This design comes from an exercise in tuning for small area on the open sky130 flow, not from production work.
Where RTL was checked, it was by simulation tests only, not by an equivalence proof against the original.
No functional check of the RTL was part of run 1.
Power is estimated from default activity; no workload was simulated.

## flow/design.v (module list and top-level ports; edited modules follow where they fit)
// module mag_dig_top: 370 lines
// module mul24b: 773 lines
module mag_dig_top #(
  parameter ADC_BITS=10,
  parameter W=24,
  parameter FRAC=12,
  parameter LOG2_OSR_MAX=8
)(
  input                 clk,
  input                 rst_n,
  input  [ADC_BITS-1:0] adc_code,
  input                 adc_valid,
  input  [1:0]          mux_sel,
  input  sclk,
  input  cs_n,
  input  mosi,
  output miso,
  input  [31:0]         version_id
);
  // ...
==> flow/run.sh <==
#!/bin/bash
# synth_recipe.tcl (not shown) runs the flow's synth.tcl, then flattens the netlist and writes it again
# the make line also repeats each setting of config.mk as NAME=value (left out here)
make -C /OpenROAD-flow-scripts/flow DESIGN_CONFIG=/design/flow/config.mk WORK_HOME=/design/flow/orfs CLKGATE_MAP_FILE= SYNTH_SCRIPT=/design/flow/synth_recipe.tcl finish
==> flow/config.mk <==
export PLATFORM = sky130hd
export DESIGN_NAME = mag_dig_top
export DESIGN_NICKNAME = mag_dig_top
export VERILOG_FILES = /design/flow/design.v
export SDC_FILE = /design/flow/constraint.sdc
export NUM_CORES = 8
export LEC_CHECK = 0
export ABC_AREA = 1
export CAP_MARGIN = 20
export CORE_MARGIN = 2
export CORE_UTILIZATION = 45
export CTS_CLUSTER_DIAMETER = 70
export CTS_CLUSTER_SIZE = 22
export GPL_TIMING_DRIVEN = 0
export PLACE_DENSITY = 0.6
export SLEW_MARGIN = 20
==> flow/constraint.sdc <==
create_clock -name core_clock -period 55.0 [get_ports {clk}]
set_input_delay 11.0000 -clock core_clock [delete_from_list [all_inputs] [get_ports {clk}]]
set_output_delay 11.0000 -clock core_clock [all_outputs]
set_load 0.01 [all_outputs]
==> flow_summary.json, run 1 <==
{
  "global_route.usage.met3_pct": 8.390,
  "max_clock_freq_mhz": 39.23,
  "port_buffers": 50,
  "maxPowerGroup": "sequential cells",
  "numCtsBuffers": 117,
  "rsz0062_at_grt": "false",
  "met2_length_mm": 124.7,
  "fillers": 14480,
  "pwr-share-clk_pct": 33.6,
  "wl_per_cell_microns": 32.41,
  "tns_ns": 0,
  "reg2reg_to": "LX[5]",
  "setup_viol": 0,
  "synth.top_cell.area_share_pct": 43.77,
  "seq_area_share_pct": 52.70,
  "synthSimpleGateAreaFrac_pct": 9.758,
  "top_area_cell_class": "registers",
  "clk_path_buf_depth": 3,
  "p_int_mw": 1.977,
  "worst-path-stages": 70,
  "avgViaCountPerCell": 5.845,
  "yosys_warnings": 1,
  "final_cell_mix": "1560 x dfxtp_1, 987 x nand2_1, 648 x inv_1, 385 x o21ai_0, 336 x xor2_1",
  "dp_hpwl_mm": 232.6,
  "avgSynthCellArea_sq_um": 10.59,
  "p_total_mw": 2.731,
  "dp.cells": 8897,
  "status": "finished clean",
  "grt_pass1_vias": 50770,
  "highest_layer": "met5"
}
==> module mag_dig_top, before the edit <==
module mag_dig_top #(
  parameter ADC_BITS=10,
  parameter W=24,
  parameter FRAC=12,
  parameter LOG2_OSR_MAX=8
)(
  input                 clk,
  input                 rst_n,
  input  [ADC_BITS-1:0] adc_code,
  input                 adc_valid,
  input  [1:0]          mux_sel,
  input  sclk,
  input  cs_n,
  input  mosi,
  output miso,
  input  [31:0]         version_id
);
  reg  [3:0] ph;
  reg        sweep;
  wire [15:0] P = 16'd1 << ph;
  reg        rtC, rtR;         
  reg  [1:0] wax;              
  wire       rtCR = rtC | rtR;
  wire       adc_ok = adc_valid & (mux_sel != 2'd3);
  reg        bv;
  reg  [1:0] bax;
  reg  [9:0] bs;                
  reg        rp;
  reg  [1:0] rpax;
  always @(posedge clk or negedge rst_n) begin
    if (!rst_n) begin
      ph <= 4'd0; sweep <= 1'b1;
      rtC <= 1'b0; rtR <= 1'b0; wax <= 2'd0;
      bv <= 1'b0;
    end else begin
      ph <= ph + 4'd1;
      if (P[15]) begin
        sweep <= 1'b0;
        if (bv | adc_ok) begin
          rtC <= 1'b1; rtR <= 1'b0; wax <= adc_ok ? mux_sel : bax;
        end else if (rp) begin
          rtC <= 1'b0; rtR <= 1'b1; wax <= rpax;
        end else begin
          rtC <= 1'b0; rtR <= 1'b0;
        end
      end
      if (adc_ok) bv <= 1'b1;
      else if (P[0] & rtC) bv <= 1'b0;
    end
  end
  always @(posedge clk) begin
    if (adc_ok) begin bax <= mux_sel; bs <= {~adc_code[9], adc_code[8:0]}; end
  end
  reg        n50, n60, st;
  reg  [7:0] alpha, osr;
  reg        crc_error;
  reg  [2:0] slope24;           
  reg  [2:0] offs, gains;       
  reg  [383:0] LX, LY, LZ, G;
  reg  [1:0] cap_ax;
  wire [1:0] lsel = rtCR ? wax : cap_ax;
  wire [23:0] HEAD  = (lsel == 2'd0) ? LX[360 +: 24] : (lsel == 2'd1) ? LY[360 +: 24] : LZ[360 +: 24];
  wire [23:0] NEXT  = (lsel == 2'd0) ? LX[336 +: 24] : (lsel == 2'd1) ? LY[336 +: 24] : LZ[336 +: 24];
  wire [23:0] NEXT2 = (lsel == 2'd0) ? LX[312 +: 24] : (lsel == 2'd1) ? LY[312 +: 24] : LZ[312 +: 24];
  wire [23:0] GH  = G[360 +: 24];
  wire [23:0] GN2 = G[312 +: 24];
  reg  [23:0] T;
  reg  [31:0] S;
  reg  [24:0] S2;
  reg         ev_r, sl_r, cond_r, flo;
  reg  [23:0] PX, PY, PZ;       
  reg  [23:0] OUT0, OUT1, OUT2;
  reg  [31:0] MAG;
  reg  [23:0] MA, MB;
  reg         rnd;
  wire [35:0] PR;
  mul24b UMUL (.a(MA), .b(MB), .rnd(rnd), .p(PR));
  wire [23:0] rq = PR[35:12];
  wire [31:0] sq = PR[31:0];
  wire        alo = (alpha <= 8'd12);
  wire [4:0]  ash = alo ? (5'd12 - alpha[4:0]) : ((alpha >= 8'd23) ? 5'd1 : (5'd24 - alpha[4:0]));
  wire [23:0] Tsh = alo ? T : {{12{T[23]}}, T[23:12]};
  wire [4:0]  dsh = 5'd21 - {2'b0, osr[2:0]};
  wire [23:0] X1Bo = flo ? NEXT2 : NEXT;
  wire [23:0] PSEL = st ? 24'd0 : (P[1] | P[4] | P[7]) ? PX : (P[2] | P[5] | P[8]) ? PY : PZ;
  wire [23:0] OSEL = ({24{P[9]}} & OUT0) | ({24{P[11]}} & OUT1) | ({24{P[12]}} & OUT2);
  wire [4:0]  osh = P[0] ? dsh : ash;
  wire [23:0] OH  = 24'd1 << osh;
  wire mHEAD = rtCR & (P[0] | P[4]);
  wire mTSH  = rtCR & (P[7] | P[15]);
  wire mGN2  = rtCR & ~(P[0] | P[4] | P[7] | P[15]);
  wire mOSL  = ~rtCR & (P[9] | P[11] | P[12]);
  wire mGH   = ~rtCR & ~(P[9] | P[11] | P[12]);
  wire nOH   = rtCR & (P[0] | P[7] | P[15]);
  wire nT    = rtCR & P[4];
  wire nN1   = rtCR & P[9] & ~flo;
  wire nN2   = rtCR & P[9] & flo;
  wire nHEAD = rtCR & (P[10] | P[11] | P[12] | P[13] | P[14]);
  wire nPX   = ~rtCR & ~st & (P[1] | P[4] | P[7]);
  wire nPY   = ~rtCR & ~st & (P[2] | P[5] | P[8]);
  wire nPZ   = ~rtCR & ~st & (P[3] | P[6] | P[10]);
  always @* begin
    rnd = ~(mTSH | mOSL);
    MA = ({24{mHEAD}} & HEAD) | ({24{mTSH}} & Tsh) | ({24{mGN2}} & GN2) |
         ({24{mOSL}} & OSEL) | ({24{mGH}} & GH);
    MB = ({24{nOH}} & OH) | ({24{nT}} & T) | ({24{nN1}} & NEXT) | ({24{nN2}} & NEXT2) |
         ({24{nHEAD}} & HEAD) | ({24{nPX}} & PX) | ({24{nPY}} & PY) | ({24{nPZ}} & PZ) |
         ({24{mOSL}} & OSEL);
  end
  reg  [31:0] A1, B1; reg sub1;
  function [31:0] radd32; input [31:0] a; input [31:0] b; input ci;
    integer i; reg c;
    begin c = ci; for (i = 0; i < 32; i = i + 1) begin radd32[i] = a[i] ^ b[i] ^ c; c = (a[i] & b[i]) | (c & (a[i] ^ b[i])); end end
  endfunction
  function [24:0] radd25; input [24:0] a; input [24:0] b; input ci;
    integer i; reg c;
    begin c = ci; for (i = 0; i < 25; i = i + 1) begin radd25[i] = a[i] ^ b[i] ^ c; c = (a[i] & b[i]) | (c & (a[i] ^ b[i])); end end
  endfunction
  wire [31:0] R1 = radd32(A1, sub1 ? ~B1 : B1, sub1);
  reg  [24:0] A2, B2; reg sub2;
  wire [24:0] R2 = radd25(A2, sub2 ? ~B2 : B2, sub2);
  wire [31:0] rq32 = {{8{rq[23]}}, rq};
  wire [24:0] rq25 = {rq[23], rq};
  function [24:0] sx25; input [23:0] v; sx25 = {v[23], v}; endfunction
  function [31:0] sx32; input [23:0] v; sx32 = {{8{v[23]}}, v}; endfunction
  function [23:0] sat25; input [24:0] v;
    sat25 = (v[24] ^ v[23]) ? (v[24] ? 24'h800000 : 24'h7FFFFF) : v[23:0];
  endfunction
  function carry24; input [23:0] a; input [23:0] b; input ci;
    integer i; reg c;
    begin c = ci; for (i = 0; i < 24; i = i + 1) c = (a[i] & b[i]) | (c & (a[i] ^ b[i])); carry24 = c; end
  endfunction
  wire        cond = carry24(GN2, T[23] ? T : ~T, ~T[23]);
  wire [20:0] s21 = {{11{bs[9]}}, bs};
  wire mprod = ~rtCR & (P[1] | P[2] | P[3] | P[4] | P[5] | P[6] | P[7] | P[8] | P[10]);
  wire a1S  = (rtCR & (P[10] | P[11] | P[12])) | (~rtCR & (P[11] | P[12]));
  wire a1T  = rtCR & (P[8] | P[15]);
  wire b1rq = rtCR & (P[10] | P[11] | P[12] | (P[15] & cond_r));
  wire b1H  = rtCR & P[8];
  wire b1sq = ~rtCR & (P[9] | P[11] | P[12]);
  wire a2H  = rtCR & (P[0] | P[7] | P[9]);
  wire a2T  = rtCR & (P[3] | P[6]);
  wire a2N2 = rtCR & P[5];
  wire a2S2 = (rtCR & (P[12] | P[13] | P[14])) | (~rtCR & (P[2] | P[3] | P[5] | P[6] | P[8] | P[10]));
  wire b2s  = rtCR & P[0];
  wire b2H  = rtCR & (P[3] | (P[12] & n50));
  wire b2N  = rtCR & (P[5] | P[6]);
  wire b2T  = rtCR & P[12] & ~n50;
  wire b2rq = (rtCR & (P[9] | P[13] | P[14] | (P[7] & cond))) | mprod;
  always @* begin
    sub1 = rtCR & (P[11] | P[12] | P[15]);
    sub2 = rtCR & (P[3] | P[5] | P[6] | P[13] | P[14]);
    A1 = ({32{a1S}} & S) | ({32{a1T}} & sx32(T));
    B1 = ({32{b1rq}} & rq32) | ({32{b1H}} & sx32(HEAD)) | ({32{b1sq}} & sq);
    A2 = ({25{a2H}} & sx25(HEAD)) | ({25{a2T}} & sx25(T)) | ({25{a2N2}} & sx25(NEXT2)) | ({25{a2S2}} & S2);
    B2 = ({25{b2s}} & sx25({s21, 3'b0})) | ({25{b2H}} & sx25(HEAD)) | ({25{b2N}} & sx25(NEXT)) |
         ({25{b2T}} & sx25(T)) | ({25{b2rq}} & rq25);
  end
  wire [7:0]  omask = (8'd1 << osr[2:0]) - 8'd1;
  wire        ev = rtC & (osr[7:3] == 5'd0) & (NEXT[7:0] == omask);
  wire        sl = ev & (NEXT[17:8] == 10'h3FF);
  wire [23:0] cnt_new = {5'd0, ev_r ? n50 : HEAD[18],
                         ev_r ? HEAD[17:8] + 10'd1 : HEAD[17:8],
                         ev_r ? 8'd0 : HEAD[7:0] + 8'd1};
  wire w_R2  = (P[0] & ~ev) | P[5] | P[7];
  wire w_CNT = P[1];
  wire w_DEC = P[2];
  wire w_N   = P[6] | P[11] | P[13] | (P[9] & ~flo);
  wire w_N2  = P[8] | (P[9] & flo);
  wire w_T   = P[10];
  wire w_S1  = P[12];
  wire w_S2  = P[14];
  wire w_R1  = P[15];
  wire [23:0] cwd = ({24{w_R2}} & R2[23:0]) | ({24{w_CNT}} & cnt_new) | ({24{w_DEC}} & {5'd0, T[23:5]}) |
                    ({24{w_N}} & NEXT) | ({24{w_N2}} & NEXT2) | ({24{w_T}} & T) |
                    ({24{w_S1}} & sat25(R1[24:0])) | ({24{w_S2}} & sat25(R2)) | ({24{w_R1}} & R1[23:0]);
  wire cwe = rtCR & ((rtC & (P[0] | P[1])) | (ev_r & (P[2] | P[7] | P[8] | P[9] | P[10] | P[11] | P[12] | P[13] | P[14])) |
                     (sl_r & (P[5] | P[6])) | P[15]);
  always @(posedge clk) begin
    if (rtCR) begin
      if (P[0]) begin T <= rq; ev_r <= ev; sl_r <= sl; end
      if (P[1]) flo <= HEAD[18];
      if (P[2] & ~ev_r) T <= {HEAD[18:0], 5'd0};
      if (P[3] | P[6]) T <= R2[23:0];
      if (P[4]) T <= rq;
      if (P[7]) cond_r <= cond & ev_r;
      if (P[8] | P[10] | P[11]) S <= R1;
      if (P[9] | P[12] | P[13]) S2 <= R2;
    end else begin
      ev_r <= 1'b0; sl_r <= 1'b0;
      if (P[1] | P[2] | P[4] | P[5] | P[7] | P[8]) S2 <= sx25(sat25(R2));
      if (P[3])  OUT0 <= sat25(R2);
      if (P[6])  OUT1 <= sat25(R2);
      if (P[10]) OUT2 <= sat25(R2);
      if (P[9] | P[11]) S <= R1;
      if (P[12]) MAG <= R1;
    end
    if (n60 ? P[15] : n50 ? P[13] : P[0]) begin
      PX <= LX[23:0]; PY <= LY[23:0]; PZ <= LZ[23:0];
    end
  end
  reg sclk_d, sclk_dd, cs_d;
  wire srise = sclk_d & ~sclk_dd & ~cs_d;
  wire sfall = ~sclk_d & sclk_dd & ~cs_d;
  reg  [5:0]  fc;
  reg  [7:0]  cmd;
  reg  [7:0]  lf;
  reg         rwr;           
  reg  [23:0] SH;
  reg         miso_r;
  assign miso = miso_r;
  wire        rw = rwr;
  reg         wp;
  wire        wp_g;
  wire [1:0]  wp_ax;
  wire [3:0]  wp_slot;
  reg         cap, cap_g;
  reg  [3:0]  cap_slot;
  wire        land  = wp & (ph == wp_slot);
  wire        lland = land & ~wp_g;
  wire        gland = land & wp_g;
  function [7:0] crc_step; input [7:0] r; input b;
    reg fb; begin fb = b ^ r[7]; crc_step = {r[6:2], r[1] ^ fb, r[0] ^ fb, fb}; end
  endfunction
  wire        crc_in = (fc < 6'd8 || !rw) ? mosi : miso_r;
  wire [7:0]  lf_next = crc_step(lf, crc_in);
  wire [6:0]  ra = {cmd[5:0], mosi};
  reg  [31:0] rv;          
  reg         rring;       
  reg         rg;          
  reg  [1:0]  rax;
  reg  [3:0]  rslot;
  reg         rsgn_l;      
  always @* begin
    rv = 32'd0; rring = 1'b0; rg = 1'b0; rax = ra[1:0]; rslot = 4'd0; rsgn_l = 1'b0;
    case (ra)
      7'h00: rv = 32'h4D41474D;
      7'h01: rv = version_id;
      7'h02: rv = {28'd0, st, n60, n50, 1'b0};
      7'h04: rv = {crc_error, 31'd0};
      7'h10, 7'h11, 7'h12: begin rring = 1'b1; rslot = 4'd3; rsgn_l = offs[ra[1:0]]; end
      7'h14, 7'h15, 7'h16: begin rring = 1'b1; rslot = 4'd4; rsgn_l = gains[ra[1:0]]; end
      7'h40, 7'h41, 7'h42: begin rring = 1'b1; rslot = 4'd5; rsgn_l = slope24[ra[1:0]]; end
      7'h18: begin rring = 1'b1; rg = 1'b1; rslot = 4'd9;  end
      7'h19: rv = {24'd0, alpha};
      7'h1A: rv = {24'd0, osr};
      7'h1B: begin rring = 1'b1; rg = 1'b1; rslot = 4'd12; end
      7'h1C: begin rring = 1'b1; rg = 1'b1; rslot = 4'd14; end
      7'h1D: begin rring = 1'b1; rg = 1'b1; rslot = 4'd13; end
      7'h1E: begin rring = 1'b1; rg = 1'b1; rslot = 4'd11; end
      7'h1F: begin rring = 1'b1; rg = 1'b1; rslot = 4'd0;  end
      7'h20: begin rring = 1'b1; rg = 1'b1; rslot = 4'd15; end
      7'h30: begin rring = 1'b1; rg = 1'b1; rslot = 4'd1;  end
      7'h31: begin rring = 1'b1; rg = 1'b1; rslot = 4'd2;  end
      7'h32: begin rring = 1'b1; rg = 1'b1; rslot = 4'd3;  end
      7'h33: begin rring = 1'b1; rg = 1'b1; rslot = 4'd4;  end
      7'h34: begin rring = 1'b1; rg = 1'b1; rslot = 4'd5;  end
      7'h35: begin rring = 1'b1; rg = 1'b1; rslot = 4'd6;  end
      7'h36: begin rring = 1'b1; rg = 1'b1; rslot = 4'd7;  end
      7'h37: begin rring = 1'b1; rg = 1'b1; rslot = 4'd8;  end
      7'h38: begin rring = 1'b1; rg = 1'b1; rslot = 4'd10; end
      7'h50: rv = sx32(OUT0);
      7'h51: rv = sx32(OUT1);
      7'h52: rv = sx32(OUT2);
      7'h53: rv = MAG;
      default: ;
    endcase
  end
  wire [3:0]  gpos = ph + 4'd15 - rslot;
  wire [15:0] gmsb = {G[383], G[359], G[335], G[311], G[287], G[263], G[239], G[215],
                      G[191], G[167], G[143], G[119], G[95],  G[71],  G[47],  G[23]};
  wire        gsgn = gmsb[gpos];
  wire        rsgn = rg ? gsgn : rsgn_l;
  wire [6:0]  wa = cmd[6:0];
  reg         wring, wg;
  reg  [3:0]  wslot;
  always @* begin
    wring = 1'b1; wg = 1'b1; wslot = 4'd0;
    case (wa)
      7'h10, 7'h11, 7'h12: begin wg = 1'b0; wslot = 4'd3; end
      7'h14, 7'h15, 7'h16: begin wg = 1'b0; wslot = 4'd4; end
      7'h18: wslot = 4'd9;
      7'h1B: wslot = 4'd12;
      7'h1C: wslot = 4'd14;
      7'h1D: wslot = 4'd13;
      7'h1E: wslot = 4'd11;
      7'h1F: wslot = 4'd0;
      7'h20: wslot = 4'd15;
      7'h30: wslot = 4'd1;
      7'h31: wslot = 4'd2;
      7'h32: wslot = 4'd3;
      7'h33: wslot = 4'd4;
      7'h34: wslot = 4'd5;
      7'h35: wslot = 4'd6;
      7'h36: wslot = 4'd7;
      7'h37: wslot = 4'd8;
      7'h38: wslot = 4'd10;
      default: wring = 1'b0;
    endcase
  end
  wire commit_cyc = srise & (fc == 6'd47) & ~rw;
  assign wp_g = wg;
  assign wp_ax = wa[1:0];
  assign wp_slot = wslot;
  wire crc_ok = (lf_next == 8'd0);
  always @(posedge clk or negedge rst_n) begin
    if (!rst_n) begin
      sclk_d <= 1'b0; sclk_dd <= 1'b0; cs_d <= 1'b1;
      n50 <= 1'b0; n60 <= 1'b0; st <= 1'b0;
      alpha <= 8'd18; osr <= 8'd3; crc_error <= 1'b0;
      wp <= 1'b0; cap <= 1'b0; rp <= 1'b0;
      offs <= 3'd0; gains <= 3'd0; slope24 <= 3'd0;
    end else begin
      sclk_d <= sclk; sclk_dd <= sclk_d; cs_d <= cs_n;
      if (commit_cyc) begin
        crc_error <= ~crc_ok;
        if (crc_ok) begin
          if (wa == 7'h02) begin n50 <= SH[2]; n60 <= SH[3]; st <= SH[4]; end
          if (wa == 7'h19) alpha <= SH[7:0];
          if (wa == 7'h1A) osr <= SH[7:0];
          if (wring) wp <= 1'b1;
        end
      end
      if (land) wp <= 1'b0;
      if (lland) begin
        rp <= 1'b1; rpax <= wp_ax;
        if (wp_slot == 4'd3) offs[wp_ax] <= SH[23];
        else gains[wp_ax] <= SH[23];
      end else if (P[15] & ~(bv | adc_ok)) rp <= 1'b0;
      if (srise & (fc == 6'd7) & cmd[6] & rring) begin
        cap <= 1'b1; cap_g <= rg; cap_ax <= ra[1:0]; cap_slot <= rslot;
      end else if (cap & (ph == cap_slot)) cap <= 1'b0;
      if (rtCR & P[5] & sl_r) slope24[wax] <= R2[24];
    end
  end
  always @(posedge clk) begin
    if (cs_n) begin
      fc <= 6'd0; lf <= 8'd0;
    end else begin
      if (srise) begin
        fc <= fc + 6'd1;
        if (fc < 6'd8) cmd <= {cmd[6:0], mosi};
        if (fc == 6'd7) rwr <= cmd[6];
        if (fc < 6'd40 || !rw) lf <= lf_next;
        if (fc >= 6'd8 && fc < 6'd40 && !rw) SH <= {SH[22:0], mosi};
        if (fc == 6'd7 && cmd[6]) begin
          if (rring) cmd <= {8{rsgn}};
          else begin cmd <= rv[31:24]; SH <= rv[23:0]; end
        end
      end
      if (sfall && rw) begin
        if (fc >= 6'd8 && fc < 6'd16) begin miso_r <= cmd[7]; cmd <= {cmd[6:0], 1'b0}; end
        else if (fc >= 6'd16 && fc < 6'd40) begin miso_r <= SH[23]; SH <= {SH[22:0], 1'b0}; end
        else if (fc >= 6'd40 && fc < 6'd48) begin miso_r <= lf[7]; lf <= {lf[6:0], 1'b0}; end
      end
    end
    if (cap & (ph == cap_slot)) SH <= cap_g ? GH : HEAD;
  end
  wire [23:0] BUS = sweep ? (P[4] ? 24'h001000 : 24'd0) : lland ? SH : cwd;
  wire weX = sweep | (cwe & (wax == 2'd0)) | (lland & (wp_ax == 2'd0));
  wire weY = sweep | (cwe & (wax == 2'd1)) | (lland & (wp_ax == 2'd1));
  wire weZ = sweep | (cwe & (wax == 2'd2)) | (lland & (wp_ax == 2'd2));
  wire [23:0] Gin = sweep ? 24'd0 : gland ? SH : GH;
  always @(posedge clk) begin
    LX <= {LX[359:0], weX ? BUS : LX[360 +: 24]};
    LY <= {LY[359:0], weY ? BUS : LY[360 +: 24]};
    LZ <= {LZ[359:0], weZ ? BUS : LZ[360 +: 24]};
    G  <= {G[359:0], Gin};
  end
endmodule
==> run 2: changes to the inputs <==
--- a/flow/design.v
+++ b/flow/design.v
@@ -178,11 +178,10 @@
                      (sl_r & (P[5] | P[6])) | P[15]);
   always @(posedge clk) begin
     if (rtCR) begin
-      if (P[0]) begin T <= rq; ev_r <= ev; sl_r <= sl; end
+      if (P[0]) begin ev_r <= ev; sl_r <= sl; end
       if (P[1]) flo <= HEAD[18];
-      if (P[2] & ~ev_r) T <= {HEAD[18:0], 5'd0};
-      if (P[3] | P[6]) T <= R2[23:0];
-      if (P[4]) T <= rq;
+      if (P[0] | (P[2] & ~ev_r) | P[3] | P[4] | P[6])
+        T <= ({24{P[0] | P[4]}} & rq) | ({24{P[2]}} & {HEAD[18:0], 5'd0}) | ({24{P[3] | P[6]}} & R2[23:0]);
       if (P[7]) cond_r <= cond & ev_r;
       if (P[8] | P[10] | P[11]) S <= R1;
       if (P[9] | P[12] | P[13]) S2 <= R2;
@@ -238,12 +237,16 @@
       7'h01: rv = version_id;
       7'h02: rv = {28'd0, st, n60, n50, 1'b0};
       7'h04: rv = {crc_error, 31'd0};
+      7'h19: rv = {24'd0, alpha};
+      7'h1A: rv = {24'd0, osr};
+      7'h50: rv = sx32(OUT0);
+      7'h51: rv = sx32(OUT1);
+      7'h52: rv = sx32(OUT2);
+      7'h53: rv = MAG;
       7'h10, 7'h11, 7'h12: begin rring = 1'b1; rslot = 4'd3; rsgn_l = offs[ra[1:0]]; end
       7'h14, 7'h15, 7'h16: begin rring = 1'b1; rslot = 4'd4; rsgn_l = gains[ra[1:0]]; end
       7'h40, 7'h41, 7'h42: begin rring = 1'b1; rslot = 4'd5; rsgn_l = slope24[ra[1:0]]; end
       7'h18: begin rring = 1'b1; rg = 1'b1; rslot = 4'd9;  end
-      7'h19: rv = {24'd0, alpha};
-      7'h1A: rv = {24'd0, osr};
       7'h1B: begin rring = 1'b1; rg = 1'b1; rslot = 4'd12; end
       7'h1C: begin rring = 1'b1; rg = 1'b1; rslot = 4'd14; end
       7'h1D: begin rring = 1'b1; rg = 1'b1; rslot = 4'd13; end
@@ -259,10 +262,6 @@
       7'h36: begin rring = 1'b1; rg = 1'b1; rslot = 4'd7;  end
       7'h37: begin rring = 1'b1; rg = 1'b1; rslot = 4'd8;  end
       7'h38: begin rring = 1'b1; rg = 1'b1; rslot = 4'd10; end
-      7'h50: rv = sx32(OUT0);
-      7'h51: rv = sx32(OUT1);
-      7'h52: rv = sx32(OUT2);
-      7'h53: rv = MAG;
       default: ;
     endcase
   end
@@ -299,6 +298,12 @@
     endcase
   end
   wire commit_cyc = srise & (fc == 6'd47) & ~rw;
+  wire rd_dec = ~cs_n & srise & (fc == 6'd7) & cmd[6];
+  wire cmd_ld = rd_dec;
+  wire cmd_sh = ~cs_n & ~rd_dec & ((srise & (fc < 6'd8)) | (sfall & rw & (fc >= 6'd8) & (fc < 6'd16)));
+  wire sh_ld  = rd_dec & ~rring;
+  wire sh_cap = cap & (ph == cap_slot);
+  wire sh_sh  = ~cs_n & ~sh_cap & ((srise & ~rw & (fc >= 6'd8) & (fc < 6'd40)) | (sfall & rw & (fc >= 6'd16) & (fc < 6'd40)));
   assign wp_g = wg;
   assign wp_ax = wa[1:0];
   assign wp_slot = wslot;
@@ -339,28 +344,26 @@
     end else begin
       if (srise) begin
         fc <= fc + 6'd1;
-        if (fc < 6'd8) cmd <= {cmd[6:0], mosi};
         if (fc == 6'd7) rwr <= cmd[6];
         if (fc < 6'd40 || !rw) lf <= lf_next;
-        if (fc >= 6'd8 && fc < 6'd40 && !rw) SH <= {SH[22:0], mosi};
-        if (fc == 6'd7 && cmd[6]) begin
-          if (rring) cmd <= {8{rsgn}};
-          else begin cmd <= rv[31:24]; SH <= rv[23:0]; end
-        end
       end
       if (sfall && rw) begin
-        if (fc >= 6'd8 && fc < 6'd16) begin miso_r <= cmd[7]; cmd <= {cmd[6:0], 1'b0}; end
-        else if (fc >= 6'd16 && fc < 6'd40) begin miso_r <= SH[23]; SH <= {SH[22:0], 1'b0}; end
+        if (fc >= 6'd8 && fc < 6'd16) miso_r <= cmd[7];
+        else if (fc >= 6'd16 && fc < 6'd40) miso_r <= SH[23];
         else if (fc >= 6'd40 && fc < 6'd48) begin miso_r <= lf[7]; lf <= {lf[6:0], 1'b0}; end
       end
     end
-    if (cap & (ph == cap_slot)) SH <= cap_g ? GH : HEAD;
+    if (cmd_ld | cmd_sh)
+      cmd <= ({8{cmd_ld & rring}} & {8{rsgn}}) | ({8{cmd_ld & ~rring}} & rv[31:24]) | ({8{cmd_sh}} & {cmd[6:0], mosi});
+    if (sh_ld | sh_cap | sh_sh)
+      SH <= ({24{sh_ld}} & rv[23:0]) | ({24{sh_cap & cap_g}} & GH) | ({24{sh_cap & ~cap_g}} & HEAD) |
+            ({24{sh_sh}} & {SH[22:0], mosi});
   end
-  wire [23:0] BUS = sweep ? (P[4] ? 24'h001000 : 24'd0) : lland ? SH : cwd;
+  wire [23:0] BUS = ({24{~sweep}} & (cwd | ({24{lland}} & SH))) | {11'd0, sweep & P[4], 12'd0};
   wire weX = sweep | (cwe & (wax == 2'd0)) | (lland & (wp_ax == 2'd0));
   wire weY = sweep | (cwe & (wax == 2'd1)) | (lland & (wp_ax == 2'd1));
   wire weZ = sweep | (cwe & (wax == 2'd2)) | (lland & (wp_ax == 2'd2));
-  wire [23:0] Gin = sweep ? 24'd0 : gland ? SH : GH;
+  wire [23:0] Gin = ({24{~sweep & gland}} & SH) | ({24{~sweep & ~gland}} & GH);
   always @(posedge clk) begin
     LX <= {LX[359:0], weX ? BUS : LX[360 +: 24]};
     LY <= {LY[359:0], weY ? BUS : LY[360 +: 24]};
--- a/flow/config.mk
+++ b/flow/config.mk
@@ -9,8 +9,9 @@
 export CAP_MARGIN = 20
 export CORE_MARGIN = 2
 export CORE_UTILIZATION = 45
-export CTS_CLUSTER_DIAMETER = 70
-export CTS_CLUSTER_SIZE = 22
+export CTS_BUF_LIST = sky130_fd_sc_hd__clkbuf_8
+export CTS_CLUSTER_DIAMETER = 50
+export CTS_CLUSTER_SIZE = 14
 export GPL_TIMING_DRIVEN = 0
 export PLACE_DENSITY = 0.6
 export SLEW_MARGIN = 20
==> run 2 against run 1 <==
Against the previous run: first-iteration DRC count is 13% lower; setup slack lost 0.96 ns; critical path type unchanged; utilization decreased by 0.18 points; worst hold slack gained 0.011 ns; via count down 4.0%; maximum frequency down 3.6%; sequential share of layout area increased by 0.87 points.
==> flow_summary.json, run 2 <==
{
  "synth_area_leaders": "dfxtp_1 44%, edfxtp_1 13%, fa_1 6.9%, nand2_1 5.5%, xor2_1 4.2%",
  "vias": 51050,
  "grt_pass1_wl_mm": 377.2,
  "cts.clk_slew.worst_paths_ns": 0.09,
  "synth_seq_cells": 1917,
  "avgSynthCellArea_sq_um": 10.81,
  "drt-initial-drc-count": 5782,
  "synth.distinct_cells": 84,
  "dp_hpwl_mm": 217.2,
  "fin_crit_ns": 26.45,
  "cts_setup_buffers": 0,
  "peakVddDrop_v": 0.00003458,
  "path_class": "flop to flop",
  "finClkSkew_ns": 0.08618,
  "drc_errors": 0,
  "ctsHoldBuffers": 0,
  "swShare_pct": 25.58,
  "rsz0062_at_grt": "false",
  "root_buffer": "clkbuf_8",
  "regArea_sq_mm": 0.04173,
  "maxCapViolations": 0,
  "die_y_microns": 399.8,
  "coreArea_sq_mm": 0.1558,
  "async_reset_ff_share_pct": 2.347,
  "pwr-share-clk_pct": 32.7,
  "synth_flop_cell": "dfxtp_1",
  "final_max_slew_viol_count": 0,
  "netlist_instances": 6520,
  "clk_path_buf_depth": 3,
  "yosysMostFrequentCell": "dfxtp_1",
  "grtUsageTotal_pct": 34.13,
  "p_seq_share_pct": 60.8,
  "synth_nets": 6937,
  "cp.arrival_ns": 27.31,
  "final_area_sq_mm": 0.07791,
  "tns_ns": 0,
  "worst_pin_slew_ns": 1.451,
  "critPathRequiredTime_ns": 55.86,
  "first_pass_iters": 6,
  "max_clock_freq_mhz": 37.81,
  "slowest_stage": "xnor2_1",
  "hp-class": "flop to flop",
  "p_per_area_mw_per_mm2": 33.45,
  "fillers": 14270,
  "area_delta_synth_final_pct": 10.49,
  "ioPinCount": 51,
  "status": "finished clean",
  "rows": 145,
  "postRouteAntennaNets": 0,
  "p_int_mw": 1.940,
  "finalHoldViolations": 0,
  "yosys.area.top_type": "dfxtp_1",
  "final_util_pct": 49.99,
  "final_cell_mix": "1560 x dfxtp_1, 1037 x nand2_1, 615 x inv_1, 350 x o22ai_1, 337 x xor2_1",
  "avgViaCountPerCell": 5.706,
  "crit_path_end_kind": "flop",
  "p_sw_mw": 0.6666,
  "die-area_sq_mm": 0.1599,
  "cts_tree": "done",
  "finalCritPeriodShare_pct": 48.09,
  "power_leakage_nw": 32.13,
  "fin_hold_ws_ns": 0.2908,
  "setup_viol": 0,
  "slowest_delay_ns": 0.95,
  "grt_max_degree": 53,
  "netlist_top_cells_count": "1560 x dfxtp_1, 1039 x nand2_1, 594 x inv_1",
  "die_w_microns": 399.8,
  "cpMostUsedCell": "fa_1",
  "globalRoute.totalOverflow": 0,
  "yosys_warnings": 1,
  "gp_congestion": 1.028,
  "port_buffers": 50,
  "grt_antenna_before_repair": 30,
  "slew_headroom_pct": 3.233,
  "cts.sinks": 1917,
  "fin_nets": 7207,
  "drive_gt1_share_pct": 7.914,
  "final_common_cell": "dfxtp_1",
  "routed_wl_mm": 275.2,
  "start_kind": "flop",
  "synthesis.area_sq_mm": 0.07051,
  "grt_pass1_vias": 48090,
  "multiInputGateArea_sq_mm": 0.02544,
  "clkLatencyLatePin_ns": 0.97,
  "critPathMaxFanout": 10,
  "start_util_pct": 45.25,
  "comb_power_share_pct": 6.5,
  "dpl-instance-area_sq_mm": 0.07438,
  "synth.top_cell.area_share_pct": 44.29,
  "wl_per_cell_microns": 30.76,
  "synth_edf_count": 312,
  "numCtsBuffers": 183,
  "htree_levels": 4,
  "cts_resized": 0,
  "synth_seq_area_share_pct": 59.19
}
==> run 2: cell count changes after synthesis, moves of 18 or more <==
cell	change
a21oi_1	+18
o21ai_2	-18
clkbuf_1	-52
a221o_1	+23
o211ai_1	-40
inv_1	-54
nand2_1	+50
o21ai_0	-134
buf_2	+18
o22ai_1	+22
nor2_1	-33
o21ai_1	-28
a31oi_1	+20
==> run 2: layout make-up <==
class / instances / share of cell area, %
flip-flops and latches: 1917 / 53.57
multi-input cells: 3678 / 32.65
well taps: 2058 / 3.305
clock buffers: 186 / 3.286
inverters: 642 / 3.119
plain buffers: 283 / 1.598
repair buffers: 85 / 1.261
clock inverters: 83 / 1.171
diodes: 14 / 0.04497
==> run 2: per-stage QoR <==
stage               cells  setup slack (ns)  power [mW]
global placement     8628             27.28       1.774
global route         8936             28.17       2.696
CTS                  8931             29.03       2.623
detailed placement   8662             29.09       1.781
finish               8946             28.55       2.606
floorplan            6520             33.79       1.673
==> run 2: cell families (layout without fill, tap and decap cells) <==
kind of cell    after synthesis  count (layout)  share of synthesized area, %
compound gates             1234            1234                         11.44
xor+xnor                    387             387                         4.818
fa+ha+maj                   367             367                         9.110
buf+inv                     925            1279                         5.210
flops                      1917            1917                         59.19
mux                           1               1                       0.01420
other cells                   0              14                             0
simple gates               1689            1689                         10.22
==> run 2: worst max-delay path, delay by kind of cell (launching register included) <==
family,cells,cell delay (ns)
AOI/OAI and AO/OA,13,3.60
adders and majority gates,29,14.15
and+or+nand+nor,12,2.32
buffers and inverters,12,4.60
DFF,1,0.44
xor gates and xnor gates,2,1.16
==> run 2: final timing paths <==
check	to	cells past startpoint	slack, ns	start
min in group asynchronous	bv	1	10.08	rst_n
max in group asynchronous	gains[2]	1	44.43	rst_n
hold / removal	LZ[233]	0	0.29	LZ[209]
setup / recovery	LY[1]	68	28.55	rtC
setup reg to reg	LY[1]	68	28.55	rtC
hold reg to reg	LZ[233]	0	0.29	LZ[209]
==> run 2: power groups by stage <==
stage	Combinational [mW]	Clock, mW	Sequential [mW]
after floorplan	0.0839	0	1.59
after global placement	0.161	0	1.61
after detailed placement	0.164	0	1.62
after CTS	0.165	0.873	1.59
after global routing	0.177	0.924	1.59
final	0.170	0.852	1.58
==> run 2: routing by layer <==
layer	track usage, %	routed length, microns
met2	48.95	114400
met5	0	50
met4	19.70	17560
met1	47.23	116800
met3	7.793	26400
==> run 3: changes to the inputs <==
--- a/flow/config.mk
+++ b/flow/config.mk
@@ -9,9 +9,8 @@
 export CAP_MARGIN = 20
 export CORE_MARGIN = 2
 export CORE_UTILIZATION = 45
-export CTS_BUF_LIST = sky130_fd_sc_hd__clkbuf_8
-export CTS_CLUSTER_DIAMETER = 50
-export CTS_CLUSTER_SIZE = 14
+export CTS_CLUSTER_DIAMETER = 80
+export CTS_CLUSTER_SIZE = 26
 export GPL_TIMING_DRIVEN = 0
 export PLACE_DENSITY = 0.6
 export SLEW_MARGIN = 20
==> run 3 against run 2 <==
Against the previous run: maximum frequency down 0.95%; clock skew is 0.019 ns higher; non-clock buffer count shrank 1; register-to-register slack worse by 0.25 ns; still clean; power down 1.2%; critical path depth stayed put; combinational power about the same; clock power fell by 3.8%; sequential power hardly changed; via count shrank 0.65%.
==> flow_summary.json, run 3 <==
{
  "setup_viol": 0,
  "gp_congestion": 1.028,
  "final_max_slew_viol_count": 0,
  "synth-compound-area-share_pct": 11.44,
  "async_reset_ff_share_pct": 2.347,
  "start_kind": "flop",
  "postRouteAntennaNets": 0,
  "finalHoldViolations": 0,
  "die_w_microns": 399.8,
  "reg2reg_to": "LY[1]",
  "wl_per_cell_microns": 31.04,
  "root_buffer": "clkbuf_16",
  "p_per_area_mw_per_mm2": 33.18,
  "critPathMaxFanout": 10,
  "rows": 145,
  "path_class": "flop to flop",
  "fillers": 14270,
  "p_seq_share_pct": 61.6,
  "rsz0062_at_grt": "false",
  "crit_path_end_kind": "flop",
  "netlist_instances": 6520,
  "slowest_stage": "xnor2_1",
  "numCtsBuffers": 96,
  "globalRoute.totalOverflow": 0,
  "swShare_pct": 24.89,
  "peakVddDrop_v": 0.00003504,
  "hp-class": "flop to flop",
  "drt-initial-drc-count": 6046,
  "max_clock_freq_mhz": 37.45,
  "p_total_mw": 2.574,
  "cpMostUsedCell": "fa_1",
  "p_sw_mw": 0.6405,
  "start_util_pct": 45.25,
  "grtUsageTotal_pct": 33.78,
  "finClkSkew_ns": 0.1051,
  "dp_hpwl_mm": 217.2,
  "cts.sinks": 1917,
  "synthSimpleGateAreaFrac_pct": 10.22,
  "yosysMostFrequentCell": "dfxtp_1",
  "routed_wl_mm": 273.7,
  "synth_top_family_by_area": "compound AO/OA/AOI/OAI gates",
  "synth_nets": 6937,
  "r2r-start": "rtC",
  "area_delta_synth_final_pct": 9.996,
  "critPathTopFamily": "adder cells",
  "slew_headroom_pct": 9.874,
  "tns_ns": 0,
  "drc_errors": 0,
  "cp-startpoint": "rtC",
  "maxCapViolations": 0,
  "grt_pass1_wl_mm": 373.7,
  "power_leakage_nw": 31.75,
  "coreArea_sq_mm": 0.1558,
  "slowest_delay_ns": 0.89,
  "grt_pass1_vias": 47080,
  "avgViaCountPerCell": 5.752,
  "htree_levels": 3,
  "synth.distinct_cells": 84,
  "port_buffers": 50,
  "cts_tree": "done",
  "grt_antenna_before_repair": 31,
  "worst_pin_slew_ns": 1.352,
  "first_pass_iters": 8,
  "r2r_cells": 68,
  "avgSynthCellArea_sq_um": 10.81,
  "netlist_top_cells_count": "1560 x dfxtp_1, 1039 x nand2_1, 594 x inv_1",
  "worst_setup_path_endpoint": "LY[1]",
  "synth_area_leaders": "dfxtp_1 44%, edfxtp_1 13%, fa_1 6.9%, nand2_1 5.5%, xor2_1 4.2%",
  "status": "finished clean",
  "critPathRequiredTime_ns": 55.67,
  "final_common_cell": "dfxtp_1",
  "grt_max_degree": 53,
  "synth_seq_area_share_pct": 59.19,
  "synthMuxAreaShare_pct": 0.01420,
  "reg2reg_setup_slack_ns": 28.30,
  "fin_crit_ns": 26.70,
  "synth_seq_cells": 1917,
  "clkLatencyLatePin_ns": 0.81,
  "drive_gt1_share_pct": 6.297,
  "ctsHoldBuffers": 0,
  "cp.arrival_ns": 27.38,
  "synth_flop_cell": "dfxtp_1",
  "synth_xor_area_share_pct": 4.818,
  "worst-path-stages": 68,
  "ioPinCount": 51,
  "p_int_mw": 1.933,
  "cts_setup_buffers": 0,
  "die_y_microns": 399.8,
  "finalCritPeriodShare_pct": 48.55,
  "synth.top_cell.area_share_pct": 44.29,
  "clk_path_buf_depth": 3,
  "fin_nets": 7119,
  "vias": 50720,
  "comb_power_share_pct": 6.6,
  "final_cell_mix": "1560 x dfxtp_1, 1037 x nand2_1, 594 x inv_1, 350 x o22ai_1, 337 x xor2_1",
  "pwr-share-clk_pct": 31.9,
  "yosys.area.top_type": "dfxtp_1",
  "synthAdderAreaFrac_pct": 9.110,
  "critical_path_buf_inv_count": 12,
  "synth_edf_count": 312,
  "yosys_warnings": 1,
  "synthesis.area_sq_mm": 0.07051,
  "cts_resized": 0,
  "die-area_sq_mm": 0.1599,
  "cts.clk_slew.worst_paths_ns": 0.10
}
==> run 3: worst min path at each step <==
stage                     startpoint  endpoint  slack [ns]  cells past startpoint
after global placement       LX[181]   LX[205]        0.31                      0
after floorplan                G[76]    G[100]        0.31                      0
after CTS                      G[27]     G[51]        0.31                      0
final                        LY[290]   LY[314]        0.29                      0
after detailed placement      G[294]    G[318]        0.31                      0
after global routing          G[343]    G[367]        0.31                      0
==> run 3: worst reg2reg max path, delay by kind of cell, from the launching register on <==
kind,cells,cell delay (ns)
adder cells (fa/ha/maj),29,14.17
AO/OA/AOI/OAI,13,4.40
buffers and inverters,12,3.83
AND/OR/NAND/NOR,12,2.66
XOR/XNOR,2,1.10
flip-flops,1,0.45
==> run 3: stage by stage <==
| stage | utilization (%) | setup slack, ns | cells | area [sq um] | hold WS (ns) |
|---|---|---|---|---|---|
| global route | 49.75 | 28.07 | 8809 | 77540 | 0.3142 |
| global placement | 47.22 | 27.28 | 8628 | 73590 | 0.3097 |
| detailed placement | 47.73 | 29.09 | 8662 | 74380 | 0.3121 |
| floorplan | - | 33.79 | 6520 | 70510 | 0.3096 |
| finish | 49.77 | 28.30 | 8818 | 77560 | 0.2906 |
| CTS | 49.74 | 28.98 | 8807 | 77520 | 0.3057 |
==> run 3: kinds of logic after synthesis <==
kind of cell / Yosys count
and+or+nand+nor: 1689
adders and majority gates: 367
muxes: 1
AOI/OAI and AO/OA: 1234
DFF: 1917
xor gates and xnor gates: 387
buffers and inverters: 925
==> run 3: layout make-up <==
type | instances | area (sq um) | share of cell area [%]
inverter | 642 | 2430 | 3.133
buffer | 283 | 1245 | 1.605
clock buffer | 115 | 2536 | 3.270
timing repair buffer | 84 | 974.7 | 1.257
multi-input combinational | 3678 | 25440 | 32.80
antenna | 11 | 27.53 | 0.03549
clock inverter | 30 | 600.6 | 0.7743
sequential | 1917 | 41730 | 53.81
tap | 2058 | 2575 | 3.320
==> run 3: layer usage <==
| metal | up-vias | routed length [microns] | GRT usage [%] |
|---|---|---|---|
| li1 | 22210 | - | - |
| met1 | 25150 | 117400 | 47.34 |
| met2 | 2727 | 113300 | 48.72 |
| met3 | 623 | 25330 | 7.159 |
| met4 | 12 | 17510 | 18.35 |
| met5 | - | 82 | 0 |
==> run 3: power groups by stage <==
stage / clock network (mW) / registers, mW / logic [mW]
CTS: 0.835 / 1.59 / 0.165
finish: 0.820 / 1.58 / 0.169
detailed placement: 0 / 1.62 / 0.164
floorplan: 0 / 1.59 / 0.0839
global placement: 0 / 1.61 / 0.161
global route: 0.882 / 1.59 / 0.177
==> run 4: changes to the inputs <==
--- a/flow/config.mk
+++ b/flow/config.mk
@@ -9,8 +9,8 @@
 export CAP_MARGIN = 20
 export CORE_MARGIN = 2
 export CORE_UTILIZATION = 45
-export CTS_CLUSTER_DIAMETER = 80
-export CTS_CLUSTER_SIZE = 26
+export CTS_CLUSTER_DIAMETER = 85
+export CTS_CLUSTER_SIZE = 30
 export GPL_TIMING_DRIVEN = 0
 export PLACE_DENSITY = 0.6
 export SLEW_MARGIN = 20
==> run 4 against run 3 <==
Against the previous run: still clean; worst hold slack gained 0.025 ns; die area is the same; design area fell by 0.27%; sequential power about the same; largest cell class unchanged; largest power group unchanged.
==> flow_summary.json, run 4 <==
{
  "setup_viol": 0,
  "htree_levels": 3,
  "p_int_mw": 1.905,
  "whs_path_depth": 0,
  "r2r_cells": 68,
  "avgViaCountPerCell": 5.721,
  "numCtsBuffers": 87,
  "yosys.area.top_type": "dfxtp_1",
  "drc_errors": 0,
  "critPathTopFamily": "adder cells",
  "dp_hpwl_mm": 217.2,
  "path_class": "flop to flop",
  "start_util_pct": 45.25,
  "final_cell_mix": "1560 x dfxtp_1, 1037 x nand2_1, 594 x inv_1, 350 x o22ai_1, 337 x xor2_1",
  "cpMostUsedCell": "fa_1",
  "synth_seq_cells": 1917,
  "area_delta_synth_final_pct": 9.697,
  "root_buffer": "clkbuf_16",
  "reg2reg_setup_slack_ns": 28.32,
  "r2r-start": "rtC",
  "cts_tree": "done",
  "power_leakage_nw": 31.66,
  "finalCritPeriodShare_pct": 48.52,
  "synth_seq_area_share_pct": 59.19,
  "p_per_area_mw_per_mm2": 32.94,
  "critPathRequiredTime_ns": 55.67,
  "rsz0062_at_grt": "false",
  "fillers": 14310,
  "reg2reg_to": "LY[1]",
  "die_y_microns": 399.8,
  "slew_headroom_pct": 11.52,
  "synth.distinct_cells": 84,
  "critPathMaxFanout": 10,
  "fin_nets": 7111,
  "clk_path_buf_depth": 3,
  "rows": 145,
  "first_pass_iters": 8,
  "async_reset_ff_share_pct": 2.347,
  "slowest_stage": "xnor2_1",
  "ioPinCount": 51,
  "cts_resized": 0,
  "synth_flop_cell": "dfxtp_1",
  "stdcell_count": 8808,
  "vias": 50390,
  "peakVddDrop_v": 0.00003894,
  "hp-class": "flop to flop",
  "finalHoldViolations": 0,
  "whs_endpoint": "G[85]",
  "coreArea_sq_mm": 0.1558,
  "avgSynthCellArea_sq_um": 10.81,
  "p_sw_mw": 0.6431,
  "globalRoute.totalOverflow": 0,
  "pwr-share-clk_pct": 31.1,
  "slowest_delay_ns": 0.97,
  "cts_setup_buffers": 0,
  "cts.clk_slew.worst_paths_ns": 0.11,
  "clkLatencyLatePin_ns": 0.78,
  "status": "finished clean",
  "finClkSkew_ns": 0.07662,
  "max_clock_freq_mhz": 37.48,
  "p_seq_share_pct": 62.2,
  "drt-initial-drc-count": 5586,
  "netlist_top_cells_count": "1560 x dfxtp_1, 1039 x nand2_1, 594 x inv_1",
  "final_common_cell": "dfxtp_1",
  "wl_per_cell_microns": 31.09,
  "ctsHoldBuffers": 0,
  "routed_wl_mm": 273.8,
  "maxCapViolations": 0,
  "synth.top_cell.area_share_pct": 44.29,
  "crit_path_end_kind": "flop",
  "grt_pass1_vias": 47070,
  "grtUsageTotal_pct": 33.81,
  "worst_pin_slew_ns": 1.327,
  "grt_antenna_before_repair": 28,
  "synth_edf_count": 312,
  "regArea_sq_mm": 0.04173,
  "synth_area_leaders": "dfxtp_1 44%, edfxtp_1 13%, fa_1 6.9%, nand2_1 5.5%, xor2_1 4.2%",
  "postRouteAntennaNets": 0,
  "netlist_instances": 6520,
  "min-delay-start": "G[61]",
  "synth_nets": 6937,
  "cts.sinks": 1917,
  "critical_path_buf_inv_count": 12,
  "gp_congestion": 1.028,
  "grt_pass1_wl_mm": 373.9,
  "cp.arrival_ns": 27.36,
  "tns_ns": 0,
  "grt_max_degree": 53,
  "yosys_warnings": 1,
  "drive_gt1_share_pct": 6.157,
  "dp.cells": 8662,
  "fin_crit_ns": 26.68,
  "die_w_microns": 399.8,
  "worst-path-stages": 68,
  "final_max_slew_viol_count": 0,
  "swShare_pct": 25.24,
  "p_total_mw": 2.548,
  "comb_power_share_pct": 6.6,
  "die-area_sq_mm": 0.1599,
  "multiInputGateArea_sq_mm": 0.02543,
  "synthesis.area_sq_mm": 0.07051,
  "yosysMostFrequentCell": "dfxtp_1",
  "port_buffers": 50,
  "start_kind": "flop"
}
## run 4: cell counts after synthesis
Identical to the previous run, type by type.
## run 4: layout make-up
class | instances | area share (%)
sequential | 1917 | 53.95
multi-input combinational | 3678 | 32.88
tap | 2058 | 3.329
inverter | 642 | 3.141
clock buffer | 104 | 2.980
buffer | 283 | 1.610
timing repair buffer | 85 | 1.270
clock inverter | 31 | 0.8056
antenna | 10 | 0.03235
## run 4: metrics by stage
stage / area [sq um] / worst slack [ns] / hold slack, ns / util (%)
after floorplan: 70510 / 33.79 / 0.3096 / -
after global placement: 73590 / 27.28 / 0.3097 / 47.22
after detailed placement: 74380 / 29.09 / 0.3121 / 47.73
after CTS: 77310 / 28.97 / 0.3158 / 49.61
after global routing: 77330 / 28.14 / 0.3174 / 49.62
final: 77350 / 28.32 / 0.3152 / 49.63
## run 4: per-layer routing
layer  vias up  track usage (%)  wire [microns]
li1      22190                -               -
met1     24990            47.26          117500
met2      2595            48.99          113900
met3       604            7.139           24870
met4        10            18.20           17420
met5         -                0             120
## run 4: power groups by stage
stage / Clock (mW) / Combinational [mW] / Sequential [mW]
2_1_floorplan: 0 / 0.0839 / 1.59
3_3_place_gp: 0 / 0.161 / 1.61
3_5_place_dp: 0 / 0.164 / 1.62
4_1_cts: 0.806 / 0.165 / 1.59
5_1_grt: 0.853 / 0.177 / 1.60
6_report: 0.793 / 0.169 / 1.58
## run 4: cell families after synthesis
logic type / count (synthesis) / share of synthesized area (%)
compound gates: 1234 / 11.44
xor+xnor: 387 / 4.818
mux: 1 / 0.01420
fa+ha+maj: 367 / 9.110
simple gates: 1689 / 10.22
buf+inv: 925 / 5.210
flops: 1917 / 59.19
## run 4: how the worst max path moves through the flow
stage,slack [ns],from,to
after detailed placement,29.09,rtC,LY[1]
after global placement,27.28,rtC,LY[1]
after floorplan,33.79,rtR,MAG[31]
final,28.32,rtC,LY[1]
after global routing,28.14,rtC,LY[1]
after CTS,28.97,rtC,LY[1]
==> run 5: changes to the inputs <==
--- a/flow/config.mk
+++ b/flow/config.mk
@@ -9,8 +9,8 @@
 export CAP_MARGIN = 20
 export CORE_MARGIN = 2
 export CORE_UTILIZATION = 45
-export CTS_CLUSTER_DIAMETER = 85
-export CTS_CLUSTER_SIZE = 30
+export CTS_CLUSTER_DIAMETER = 70
+export CTS_CLUSTER_SIZE = 22
 export GPL_TIMING_DRIVEN = 0
 export PLACE_DENSITY = 0.6
 export SLEW_MARGIN = 20
==> run 5 against run 4 <==
Against the previous run: clock skew rose by 0.034 ns; largest cell class unchanged; critical endpoint unchanged; cell count increased by 0.50%; still clean; maximum frequency hardly changed; non-clock buffer count unchanged; critical path depth is the same; combinational power about the same; sequential cell count is the same; register-to-register slack barely moved; clock power is 15% higher; sequential power about the same; sequential share of layout area fell by 0.59 points.
==> flow_summary.json, run 5 <==
{
  "critPathMaxFanout": 10,
  "yosys_warnings": 1,
  "start_kind": "flop",
  "drive_gt1_share_pct": 6.781,
  "p_total_mw": 2.667,
  "postRouteAntennaNets": 0,
  "slew_headroom_pct": 14.31,
  "dp_hpwl_mm": 217.2,
  "slowest_stage": "xnor2_1",
  "numCtsBuffers": 117,
  "first_pass_iters": 6,
  "htree_levels": 3,
  "r2r_cells": 68,
  "vias": 50630,
  "tns_ns": 0,
  "final_common_cell": "dfxtp_1",
  "p_per_area_mw_per_mm2": 34.10,
  "root_buffer": "clkbuf_16",
  "crit_path_end_kind": "flop",
  "grt_max_degree": 53,
  "die-area_sq_mm": 0.1599,
  "start_util_pct": 45.25,
  "synth_area_leaders": "dfxtp_1 44%, edfxtp_1 13%, fa_1 6.9%, nand2_1 5.5%, xor2_1 4.2%",
  "async_reset_ff_share_pct": 2.347,
  "grt_pass1_vias": 47450,
  "cp.arrival_ns": 27.38,
  "max_clock_freq_mhz": 37.46,
  "grt_antenna_before_repair": 29,
  "cts_tree": "done",
  "worst-path-stages": 68,
  "cpMostUsedCell": "fa_1",
  "synth_edf_count": 312,
  "netlist_top_cells_count": "1560 x dfxtp_1, 1039 x nand2_1, 594 x inv_1",
  "grt_pass1_wl_mm": 374.9,
  "fin_crit_ns": 26.70,
  "wl_per_cell_microns": 30.94,
  "peakVddDrop_v": 0.00003634,
  "clk_path_buf_depth": 3,
  "fin_nets": 7141,
  "cts.sinks": 1917,
  "die_w_microns": 399.8,
  "globalRoute.totalOverflow": 0,
  "clkLatencyLatePin_ns": 0.84,
  "final_max_slew_viol_count": 0,
  "power_leakage_nw": 32.08,
  "maxCapViolations": 0,
  "yosys.area.top_type": "dfxtp_1",
  "status": "finished clean",
  "avgViaCountPerCell": 5.719,
  "synth.top_cell.area_share_pct": 44.29,
  "routed_wl_mm": 273.8,
  "slowest_delay_ns": 0.90,
  "area_delta_synth_final_pct": 10.91,
  "rsz0062_at_grt": "false",
  "finClkSkew_ns": 0.1104,
  "synthesis.area_sq_mm": 0.07051,
  "synth_nets": 6937,
  "worst_pin_slew_ns": 1.285,
  "die_y_microns": 399.8,
  "reg2reg_setup_slack_ns": 28.30,
  "grtUsageTotal_pct": 33.88,
  "cts.clk_slew.worst_paths_ns": 0.09,
  "coreArea_sq_mm": 0.1558,
  "netlist_instances": 6520,
  "synth_flop_cell": "dfxtp_1",
  "hp-class": "flop to flop",
  "drt-initial-drc-count": 5768,
  "worst_setup_path_endpoint": "LY[1]",
  "synth.distinct_cells": 84,
  "synth_seq_cells": 1917,
  "cts_resized": 0,
  "critPathRequiredTime_ns": 55.69,
  "setup_viol": 0,
  "r2r-start": "rtC",
  "critPathTopFamily": "adder cells",
  "critical_path_buf_inv_count": 12,
  "cts_setup_buffers": 0,
  "reg2reg_to": "LY[1]",
  "avgSynthCellArea_sq_um": 10.81,
  "yosysMostFrequentCell": "dfxtp_1",
  "synth_seq_area_share_pct": 59.19,
  "ioPinCount": 51,
  "port_buffers": 50,
  "finalCritPeriodShare_pct": 48.54,
  "rows": 145,
  "gp_congestion": 1.028,
  "cp-startpoint": "rtC",
  "ctsHoldBuffers": 0,
  "drc_errors": 0,
  "final_cell_mix": "1560 x dfxtp_1, 1037 x nand2_1, 594 x inv_1, 350 x o22ai_1, 337 x xor2_1",
  "path_class": "flop to flop",
  "finalHoldViolations": 0
}
==> run 5: cell counts after synthesis <==
No cell type changed its count.
==> run 5: how the worst min path moves through the flow <==
stage	from	to	depth (start not counted)
after floorplan	G[76]	G[100]	0
after global placement	LX[181]	LX[205]	0
after detailed placement	G[294]	G[318]	0
after CTS	LX[166]	LX[190]	0
after global routing	LX[214]	LX[238]	0
final	LX[166]	LX[190]	0
==> run 5: cells by family (layout without fill, tap and decap cells) <==
kind of cell | after synthesis | after routing | synth area share [%]
AOI/OAI and AO/OA | 1234 | 1234 | 11.44
xor gates and xnor gates | 387 | 387 | 4.818
adders and majority gates | 367 | 367 | 9.110
buffers and inverters | 925 | 1189 | 5.210
DFF | 1917 | 1917 | 59.19
muxes | 1 | 1 | 0.01420
other | 0 | 10 | 0
and+or+nand+nor | 1689 | 1689 | 10.22
==> run 5: per-layer routing <==
layer	wire length, microns	vias to the layer above	GRT usage (%)
met4	18070	12	19.12
met5	292	-	0.8172
li1	-	22260	-
met1	116400	25050	47.13
met2	113000	2690	48.55
met3	26090	613	7.561
==> run 5: layout make-up <==
type / instances / area [sq um]
Timing Repair Buffer: 85 / 982.2
Buffer: 283 / 1245
Clock buffer: 136 / 3052
Multi-Input combinational cell: 3678 / 25440
Inverter: 642 / 2430
Sequential cell: 1917 / 41730
Antenna cell: 10 / 25.02
Clock inverter: 43 / 719.4
Fill cell: 14210 / 77640
Tap cell: 2058 / 2575
==> run 5: worst reg2reg max path: cells and delay by family (launching register included) <==
family / cells / cell delay (ns)
DFF: 1 / 0.44
buffers and inverters: 12 / 3.81
AOI/OAI and AO/OA: 13 / 4.33
adders and majority gates: 29 / 14.17
and+or+nand+nor: 12 / 2.71
xor gates and xnor gates: 2 / 1.11
==> run 5: where the power goes <==
part           leakage (nW)  internal, mW  total [mW]  switching (mW)
clock network          1.82         0.418       0.914           0.496
logic                  13.9        0.0439       0.169           0.125
registers              16.3          1.54        1.58          0.0485
total                  32.1          2.00        2.67           0.669
==> run 5: stage by stage <==
| stage | instances | util (%) | worst slack [ns] | hold slack [ns] | cell area (sq um) |
|---|---|---|---|---|---|
| after floorplan | 6520 | - | 33.79 | 0.3096 | 70510 |
| after global placement | 8628 | 47.22 | 27.28 | 0.3097 | 73590 |
| after detailed placement | 8662 | 47.73 | 29.09 | 0.3121 | 74380 |
| after CTS | 8841 | 50.15 | 28.97 | 0.2602 | 78150 |
| after global routing | 8842 | 50.17 | 28.09 | 0.2809 | 78180 |
| final | 8852 | 50.18 | 28.30 | 0.2771 | 78210 |

## port drivers added, routing unchanged
The flow's constraints put no driver on any port. The routed layouts listed below were extracted and timed again, unchanged, in two steps.
Step 1: set_driving_cell puts a clkbuf_16 on clk and a buf_2 on each other input, an assumption about the parent block.
Step 2 adds t to the input delays and takes it off the output delays; t is the mean of the earliest and latest rising clock arrival at the registers after step 1. Input paths then give back, and output paths get back, about the clock's delay inside the block.
Three values: no drivers, after step 1, after step 2; two values: the first two.
| run | t (ns) | setup slack, ns | worst data-port slew with drivers (ns) | pins driven straight from the clock port |
|---|---|---|---|---|
| run 1 | 0.865 | 29.511 / 29.511 / 29.511 | 0.09 | 1 |
| run 2 | 1.001 | 28.550 / 28.550 / 28.550 | 0.08 | 1 |
| run 3 | 0.846 | 28.296 / 28.296 / 28.296 | 0.09 | 1 |
| run 4 | 0.829 | 28.316 / 28.316 / 28.316 | 0.08 | 1 |
| run 5 | 0.870 | 28.305 / 28.305 / 28.305 | 0.08 | 1 |
After both steps setup and hold are still met in every run listed.
